What follows belongs to an exercise in optimizing a design on an open flow for small area; a production flow would make more cautious choices.
The RTL was checked by simulation tests, not by an equivalence proof against the original design.

==> 04-21: inputs <==
// top_fft
module top_fft(clk
               ,rst_n
               ,ena_fft
               ,ena_mag
               ,data_rd_int_01
               ,data_rd_int_02
               ,data_rd_int_03
               ,data_rd_int_04
               ,data_rd_int_05
               ,data_rd_int_06
               ,data_w_real
               ,data_w_image
               ,wr_ena_int_01        
               ,wr_ena_int_02
               ,wr_ena_int_03
               ,wr_ena_int_04
               ,wr_ena_int_05
               ,wr_ena_int_06
               ,addr_mem_int_01
               ,addr_mem_int_02
               ,addr_mem_int_03
               ,addr_mem_int_04
               ,addr_mem_int_05
               ,addr_mem_int_06
               ,addr_input
               ,addr_w
               ,data_wr_int_01
               ,data_wr_int_02
               ,data_wr_int_03
               ,data_wr_int_04
               ,data_wr_int_05
               ,data_wr_int_06
               ,data_input
               ,stage_number
               ,max_point_fft
               ,max_point_fft_core
               );
==> flow/config.mk <==
export PLATFORM = sky130hd
export DESIGN_NAME = top_fft
export DESIGN_NICKNAME = top_fft
export VERILOG_FILES = /design/flow/design.v
export SDC_FILE = /design/flow/constraint.sdc
export NUM_CORES = 4
export LEC_CHECK = 0
export ABC_AREA = 1
export CAP_MARGIN = 20
export CORE_MARGIN = 2
export CORE_UTILIZATION = 30
export CTS_BUF_LIST = sky130_fd_sc_hd__clkbuf_4
export CTS_CLUSTER_DIAMETER = 50
export CTS_CLUSTER_SIZE = 10
export PLACE_DENSITY = 0.4
export SLEW_MARGIN = 20
==> flow/constraint.sdc <==
create_clock -name core_clock -period 30.0 [get_ports {clk}]
set_input_delay 6.0000 -clock core_clock [delete_from_list [all_inputs] [get_ports {clk}]]
set_output_delay 6.0000 -clock core_clock [all_outputs]
set_load 0.01 [all_outputs]
standard.sh (not shown) runs the stock make flow with config.mk's settings and CLKGATE_MAP_FILE= SYNTH_SCRIPT=/design/flow/synth_recipe.tcl, a recipe that flattens the netlist after the stock synthesis.
==> flow/flow/run.sh <==
#!/bin/bash
set -euo pipefail
bash standard.sh "BUFFER_PORTS_ARGS=-buffer_cell sky130_fd_sc_hd__buf_1" finish > layout.log 2>&1
==> 06-06 (differences from 04-21) <==
Settings changed: CTS_BUF_LIST sky130_fd_sc_hd__clkbuf_4 to sky130_fd_sc_hd__clkbuf_16, CTS_CLUSTER_DIAMETER 50 to 80, CTS_CLUSTER_SIZE 10 to 24.
==> 12-05 (differences from 04-21) <==
Settings changed: CORE_UTILIZATION 30 to 50, CTS_BUF_LIST sky130_fd_sc_hd__clkbuf_4 to sky130_fd_sc_hd__clkbuf_16, CTS_CLUSTER_DIAMETER 50 to 80, CTS_CLUSTER_SIZE 10 to 24, PLACE_DENSITY 0.4 to 0.6.
==> impl_results.md <==
- Run status: finished clean
- Clock buf/inv share: 0.0226
- Clk slew on worst S/H paths: ~0.10 ns
- Crit. path cell count: ~120
- Ratio of cells with drive above 1 in the final layout: 0.0607
- Final Skew: 0.0194 ns
- Largest delay share family, worst path: simple AND/OR/NAND/NOR gates
- Period utilisation layout: 0.835
- Required @ worst endpoint: about 30 ns
- Non-Clock Buffer Count: 668
- Placed inst area: between 0.03 and 0.04 mm^2
- Worst slew margin: 0.175
- Met1 wire length: 53500 um
- Final net count: 5489
the above is filed under 12-05

==> impl_results.md <==
- Largest delay share family, worst path: adder cells
- Run status: finished clean
- Crit. path cell count: 115
- Final net count: 5503
- Met1 wire length: 66800 um
- Required @ worst endpoint: ~31 ns
- Period utilisation layout: 0.832
- Placed inst area: between 0.03 and 0.04 mm^2
- Ratio of cells with drive above 1 in the final layout: 0.0650
- Clock buf/inv share: 0.0252
the above is filed under 06-06

==> impl_results.md <==
- Run status: finished clean
- Largest delay share family, worst path: adder cells
- Ratio of cells with drive above 1 in the final layout: 0.0795
- Clock buf/inv share: 0.0292
- Met1 wire length: roughly 67000 um
- Period utilisation layout: 0.831
- Non-Clock Buffer Count: a little under 700
- Crit. path cell count: about 120
- Worst slew margin: 0.249
- Required @ worst endpoint: a little over 30 ns
the above is filed under 04-21


========
==> job 448 <==
Starting RTL as in the previous note.
Settings: LEC_CHECK=0, ABC_AREA=1, CAP_MARGIN=20, CORE_MARGIN=2, CORE_UTILIZATION=30, CTS_BUF_LIST=sky130_fd_sc_hd__clkbuf_4, PLACE_DENSITY=0.4, SLEW_MARGIN=20; clock period 30.0 ns.
Scripts as last shown in full above: flow/flow/run.sh
==> job 7245: changes against job 448 <==
Settings changed: CTS_BUF_LIST sky130_fd_sc_hd__clkbuf_4 to sky130_fd_sc_hd__clkbuf_8, CTS_CLUSTER_DIAMETER from default to 60, CTS_CLUSTER_SIZE from default to 14.
==> impl_summary.txt <==
----------------------------------------------------
[Status]
  Status ... finished clean

[Worst hold path]
  Worst Hold Endpoint ... fft_core_01.q3i[0]

[Worst setup path]
  CP Data Required Time ... 30,810 ps
  Maximum single-stage delay on the critical path ... roughly 680 ps

[STA]
  Minimum period implied by the final worst setup slack ... ~25,000 ps
  Fin Clk Skew ... about 83 ps

[Clocking]
  Worst skew pair latency ... 1000 ps

----------------------------------------------------
-- figures above: job 448

==> impl_summary.txt <==
----------------------------------------------------
[STA]
  Fin Clk Skew ... ~100 ps

[Worst hold path]
  Worst Hold Endpoint ... fft_core_01.q3r[27]

[Worst setup path]
  CP Data Required Time ... a little over 30,000 ps
  Maximum single-stage delay on the critical path ... roughly 700 ps

[Status]
  Status ... finished clean

----------------------------------------------------
-- figures above: job 7245

## re-timing with driven ports
No port has a modelled driver above. Below, the same layouts with a new extraction and two added sets of constraints. Step 1: set_driving_cell puts a clkbuf_16 on clk and a buf_2 on each other input, an assumption about the parent block. Step 2 moves the port delays by t, midway between the first and last clock arrival at a register: inputs arrive t later, outputs are due t later. That takes back most of the time a late clock gives input paths. Three values: ideal, step 1, step 2; two values: the first two.
run	t (ns)	setup slack, ns	hold WS [ns]
04-21	0.927	5.066 / 5.105 / 4.178	0.377 / 0.377 / 0.377
06-06	0.707	5.041 / 5.083 / 4.376	0.418 / 0.418 / 0.418
12-05	0.646	4.954 / 4.957 / 4.311	0.420 / 0.420 / 0.420
job 448	1.020	5.100 / 5.138 / 4.118	0.379 / 0.379 / 0.379
job 7245	0.774	4.926 / 4.965 / 4.191	0.420 / 0.420 / 0.420
After both steps setup and hold are still met in every run listed. The setup slack of job 448, which loses most, moves by +0.038 ns with the drivers and by -0.982 ns with both steps.
